Context: an optimization exercise on an open-source flow, tuned for small area, a short achievable clock period and few clock cycles per item. The choices shown serve that exercise and are no tape-out recipe.
Only simulation tests tie the RTL to the original design; equivalence was not proved.

red:
// cordic_top
module cordic_top (
	input logic clk,
	input logic rst,
	input logic signed [ 31:0 ] in_din,
	input logic in_we,
	input logic out_re,
	output logic in_full,
	output logic signed [ 1:0 ] [ 15:0 ] out_dout,
	output logic out_empty
);
clock: 6.0 ns
lec_check: 0
cap_margin: 20
core_margin: 2
core_utilization: 40
cts_cluster_diameter: 60
cts_cluster_size: 20
place_density: 0.6
setup_slack_margin: 3.0
slew_margin: 20
run.sh (not shown) runs the stock make flow with config.mk's settings and CLKGATE_MAP_FILE= SYNTH_SCRIPT=/design/flow/synth_recipe.tcl, a recipe that flattens the netlist after the stock synthesis.
Testbench counts of red, summed over its fixed seeds: cycles 8,192, items 8,192.
> inputs changed (red -> blue)
- CTS_CLUSTER_SIZE: 20 -> unset
- CTS_CLUSTER_DIAMETER: 60 -> unset
## What came out
In the flow results for blue and red, the highest fanout seen on the critical path is larger on blue. blue against red: sequential share of layout area rose by 0.18 points; minimum clock period after layout fell by 0.065 ns. Comparing red against blue, there is no change at all in post-synth design cell area. Diff blue..red | wire length of the first global-routing pass | negligible. [blue vs red] worst-case clock skew: lower in blue. The final instance count without filler cells was comparable across blue and red. Delta (blue minus red): number of antenna violations at the first check in global routing held steady, via count went down 0.42%, sum of routed wire segments on met1 saw a decrease.
What green does differently from blue at the input level:
- an added ABC_AREA of 1
Results
Compared with blue, green shows number of instances in the synthesized netlist that has gone up by more than a quarter.
Re sequential share of cell area: green is 0.62 points down on blue.
The run with more setup slack is blue; green has less.
Diff blue -> green: final critical delay including setup and external delays higher; worst-skew pair later-pin latency went up by 0.02 ns; total area of sequential cells level.

run Y:
Starting RTL as in the previous note.
// cordic_top
module cordic_top (
	input logic clk,
	input logic rst,
	input logic signed [ 31:0 ] in_din,
	input logic in_we,
	input logic out_re,
	output logic in_full,
	output logic signed [ 1:0 ] [ 15:0 ] out_dout,
	output logic out_empty
);
	localparam logic signed [ 31:0 ]
		PI       = 32'sd51472,
		TWO_PI   = 32'sd102944,
		HALF_PI  = 32'sd25736,
		THREE_HALF_PI = 32'sd77208;
	localparam logic [ 15:0 ] PI_LO = 16'd51472, TWO_PI_LO = 16'd37408;  
	localparam logic [ 31:0 ] RES_ZERO = { 16'sd16383, 16'sd2 };
	logic accept, adv, stuck;
	logic signed [ 31:0 ] r, src;
	logic [ 16:0 ] e_dout;
	logic e_full, e_full_c;
	logic busy, busy_c, far_in, far_q, big_q, cy, step_lo_en;
	logic [ 1:0 ] ph;
	logic [ 20:0 ] lo_sum;
	logic [ 19:0 ] k_lo;
	localparam logic [ 19:0 ]
		K2  = 20'd102944,      
		K8  = 20'd411776,      
		K2N = 20'd945632,      
		K8N = 20'd636800;      
	assign far_in = ( in_din > TWO_PI ) || ( in_din < -TWO_PI );
	assign k_lo = r[ 31 ] ? ( big_q ? K8 : K2 ) : ( big_q ? K8N : K2N );
	cordic_add #( .W( 21 ) ) u_step ( .a( { 1'b0, r[ 19:0 ] } ), .b( { 1'b0, k_lo } ), .cin( 1'b0 ), .s( lo_sum ) );
	assign step_lo_en = busy & ( ph == 2'd0 ) & far_q;
	always_ff @( posedge clk ) begin
		if ( accept )
			r[ 19:0 ] <= in_din[ 19:0 ];
		else if ( step_lo_en )
			r[ 19:0 ] <= lo_sum[ 19:0 ];
	end
	always_ff @( posedge clk ) begin
		if ( accept )
			r[ 31:20 ] <= in_din[ 31:20 ];
		else if ( busy && ph == 2'd1 )
			r[ 31:20 ] <= r[ 31 ] ? r[ 31:20 ] + { 11'd0, cy } : r[ 31:20 ] - { 11'd0, ~cy };
	end
	always_ff @( posedge clk ) begin
		cy <= lo_sum[ 20 ];
		if ( accept ) begin
			far_q <= far_in;
			big_q <= ( in_din >= 32'sd1048576 ) || ( in_din < -32'sd1048576 );
		end
		else if ( ph == 2'd2 ) begin
			far_q <= ( r > TWO_PI ) || ( r < -TWO_PI );
			big_q <= ( r >= 32'sd1048576 ) || ( r < -32'sd1048576 );
		end
	end
	always_ff @( posedge clk, posedge rst ) begin
		if ( rst )
			ph <= 2'd0;
		else if ( accept )
			ph <= 2'd0;
		else if ( step_lo_en || ph != 2'd0 )
			ph <= ( ph == 2'd2 ) ? 2'd0 : ph + 2'd1;
	end
  ...
Settings: LEC_CHECK=0, CAP_MARGIN=20, CORE_MARGIN=2, CORE_UTILIZATION=40, PLACE_DENSITY=0.6, SETUP_SLACK_MARGIN=3.2, SLEW_MARGIN=20; clock period 6.0 ns.
Testbench counts of run Y, summed over its fixed seeds: cycles 8,192, items 8,192.
Changes in run A relative to run Y:
Settings: SETUP_SLACK_MARGIN: 3.2 -> 3.5.
--- outcome ---
- Taking run Y as the reference, in run A adder-cell share of the synthesized area held steady, synthesized cell count roughly the same.
- The multi-input gate count of run Y and that of run A are within noise of each other.
- The end point of the critical path comes out cordic_inst.p1_z[12] in one run and out_dout[30] in the other, namely in run A and run Y respectively.
- Number of fillers in the final layout (lower): run A
- Diff run Y -> run A: share of cell area taken by multi-input logic gates rose by 0.66 points; global routing usage on met2 moved up.
- Comparing run Y and run A, the higher sequential share of layout area is on run Y.

Setup of oak:
Starting RTL as in the previous note.
==> flow/design.v (excerpt) <==
module cordic_top (
	input logic clk,
	input logic rst,
	input logic signed [ 31:0 ] in_din,
	input logic in_we,
	input logic out_re,
	output logic in_full,
	output logic signed [ 1:0 ] [ 15:0 ] out_dout,
	output logic out_empty
);
	localparam logic signed [ 31:0 ]
		PI       = 32'sd51472,
		TWO_PI   = 32'sd102944,
		HALF_PI  = 32'sd25736,
		THREE_HALF_PI = 32'sd77208;
	localparam logic [ 15:0 ] PI_LO = 16'd51472, TWO_PI_LO = 16'd37408;  
	localparam logic [ 31:0 ] RES_ZERO = { 16'sd16383, 16'sd2 };
	logic accept, adv, stuck;
	logic signed [ 31:0 ] r, src;
	logic [ 16:0 ] e_dout;
	logic e_full, e_full_c;
	logic busy, busy_c, far_in, far_q, big_q, cy, step_lo_en;
	logic [ 1:0 ] ph;
	logic [ 20:0 ] lo_sum;
	logic [ 19:0 ] k_lo;
	localparam logic [ 19:0 ]
		K2  = 20'd102944,      
		K8  = 20'd411776,      
		K2N = 20'd945632,      
		K8N = 20'd636800;      
	assign far_in = ( in_din > TWO_PI ) || ( in_din < -TWO_PI );
	assign k_lo = r[ 31 ] ? ( big_q ? K8 : K2 ) : ( big_q ? K8N : K2N );
	cordic_add #( .W( 21 ) ) u_step ( .a( { 1'b0, r[ 19:0 ] } ), .b( { 1'b0, k_lo } ), .cin( 1'b0 ), .s( lo_sum ) );
	assign step_lo_en = busy & ( ph == 2'd0 ) & far_q;
	always_ff @( posedge clk ) begin
		if ( accept )
			r[ 19:0 ] <= in_din[ 19:0 ];
		else if ( step_lo_en )
			r[ 19:0 ] <= lo_sum[ 19:0 ];
	end
	always_ff @( posedge clk ) begin
		if ( accept )
			r[ 31:20 ] <= in_din[ 31:20 ];
  ...
clock: 6.0 ns
lec_check: 0
cap_margin: 20
core_margin: 2
core_utilization: 40
place_density: 0.6
setup_slack_margin: 2.7
slew_margin: 20
Testbench counts of oak, summed over its fixed seeds: cycles 8,192, items 8,192.
Edits applied to the flow inputs when going from oak to pine:
- swapping 2.7 for 3.1 in SETUP_SLACK_MARGIN
- Sort pine and oak by total wire length desc -> top: pine
- Final critical path time including I/O delays and setup: pine vs oak down 0.33 ns
- pine ends up with a number of standard cells in the final layout excluding fillers that is 98 higher than in oak.
- Row utilization: pine higher / oak lower
- Slew at the pin closest to its max-slew limit sits lower in pine than in oak.
- Relative to oak, the via count of the first global-routing pass measured on pine has increased by a few percent.
- Setup slack in pine is larger than in oak.
diff inputs: pine => birch
- PLACE_DENSITY: 0.6 -> 0.65
- CAP_MARGIN: 20 -> 5
- SLEW_MARGIN: 20 -> 5
- SETUP_SLACK_MARGIN: 3.1 -> 3.0
- CORE_UTILIZATION: 40 -> 50
--- outcome ---
- birch: flow completed, timing, DRC and antenna clean
- On hold slack, birch and pine are basically level.
- birch vs. pine: number of gates on the worst path with buffers counted went down by 2.
- Summary of birch over pine: cell area decreased about 2.5%, wire length of the first global-routing pass decreased 2800 um.
- birch ended with less non-clock buffering overhead in the final layout than pine.
For maple, these inputs were changed with respect to birch:
- SLEW_MARGIN: 5 -> 20
- CAP_MARGIN: 5 -> 20
- There was hardly any difference in final instance area between maple and birch.
- Reported for birch and maple, number of vias in the routed layout turned out identical to the last digit.
- From birch to maple, net count after synthesis did not move at all.
- Wire length on met2 across birch and maple: no real change.
- Diff maple..birch | detail-routed via count per cell | unchanged

separate check: timing with driven ports:
In the flow no input, the clock included, has a driving cell. The finished layouts below were timed again as built, in two steps.
Step 1 sets driving cells, clkbuf_16 on the clock port and buf_2 on the other inputs (assumed; they add their load-dependent delay and slew).
Step 2 also shifts input and output timing later by t, the mid clock arrival at the registers, as if the neighbouring blocks saw the same clock.
a / b / c = ideal / step 1 / step 2; a / b = the first two.
| run | t, ns | setup slack, ns | hold slack, ns | worst data-port slew with drivers (ns) |
|---|---|---|---|---|
| red | 0.692 | 2.971 / 2.971 / 2.508 | 0.413 / 0.413 / 0.413 | 0.08 |
| blue | 0.683 | 3.036 / 3.036 / 2.527 | 0.416 / 0.416 / 0.416 | 0.08 |
| green | 0.688 | 3.026 / 3.021 / 2.442 | 0.405 / 0.405 / 0.405 | 0.04 |
| run Y | 0.689 | 3.092 / 3.092 / 2.713 | 0.418 / 0.418 / 0.418 | 0.06 |
| run A | 0.692 | 3.054 / 3.054 / 2.923 | 0.415 / 0.415 / 0.415 | 0.06 |
| oak | 0.681 | 2.726 / 2.726 / 2.561 | 0.417 / 0.417 / 0.417 | 0.05 |
| pine | 0.686 | 3.051 / 3.051 / 2.696 | 0.418 / 0.418 / 0.418 | 0.06 |
| birch | 0.666 | 3.026 / 3.026 / 2.557 | 0.419 / 0.419 / 0.419 | 0.03 |
| maple | 0.666 | 3.026 / 3.026 / 2.557 | 0.419 / 0.419 / 0.419 | 0.03 |
After both steps every run listed still meets setup and hold. For green, which loses most, drivers alone change the setup slack by -0.005 ns; drivers and shift together by -0.584 ns.
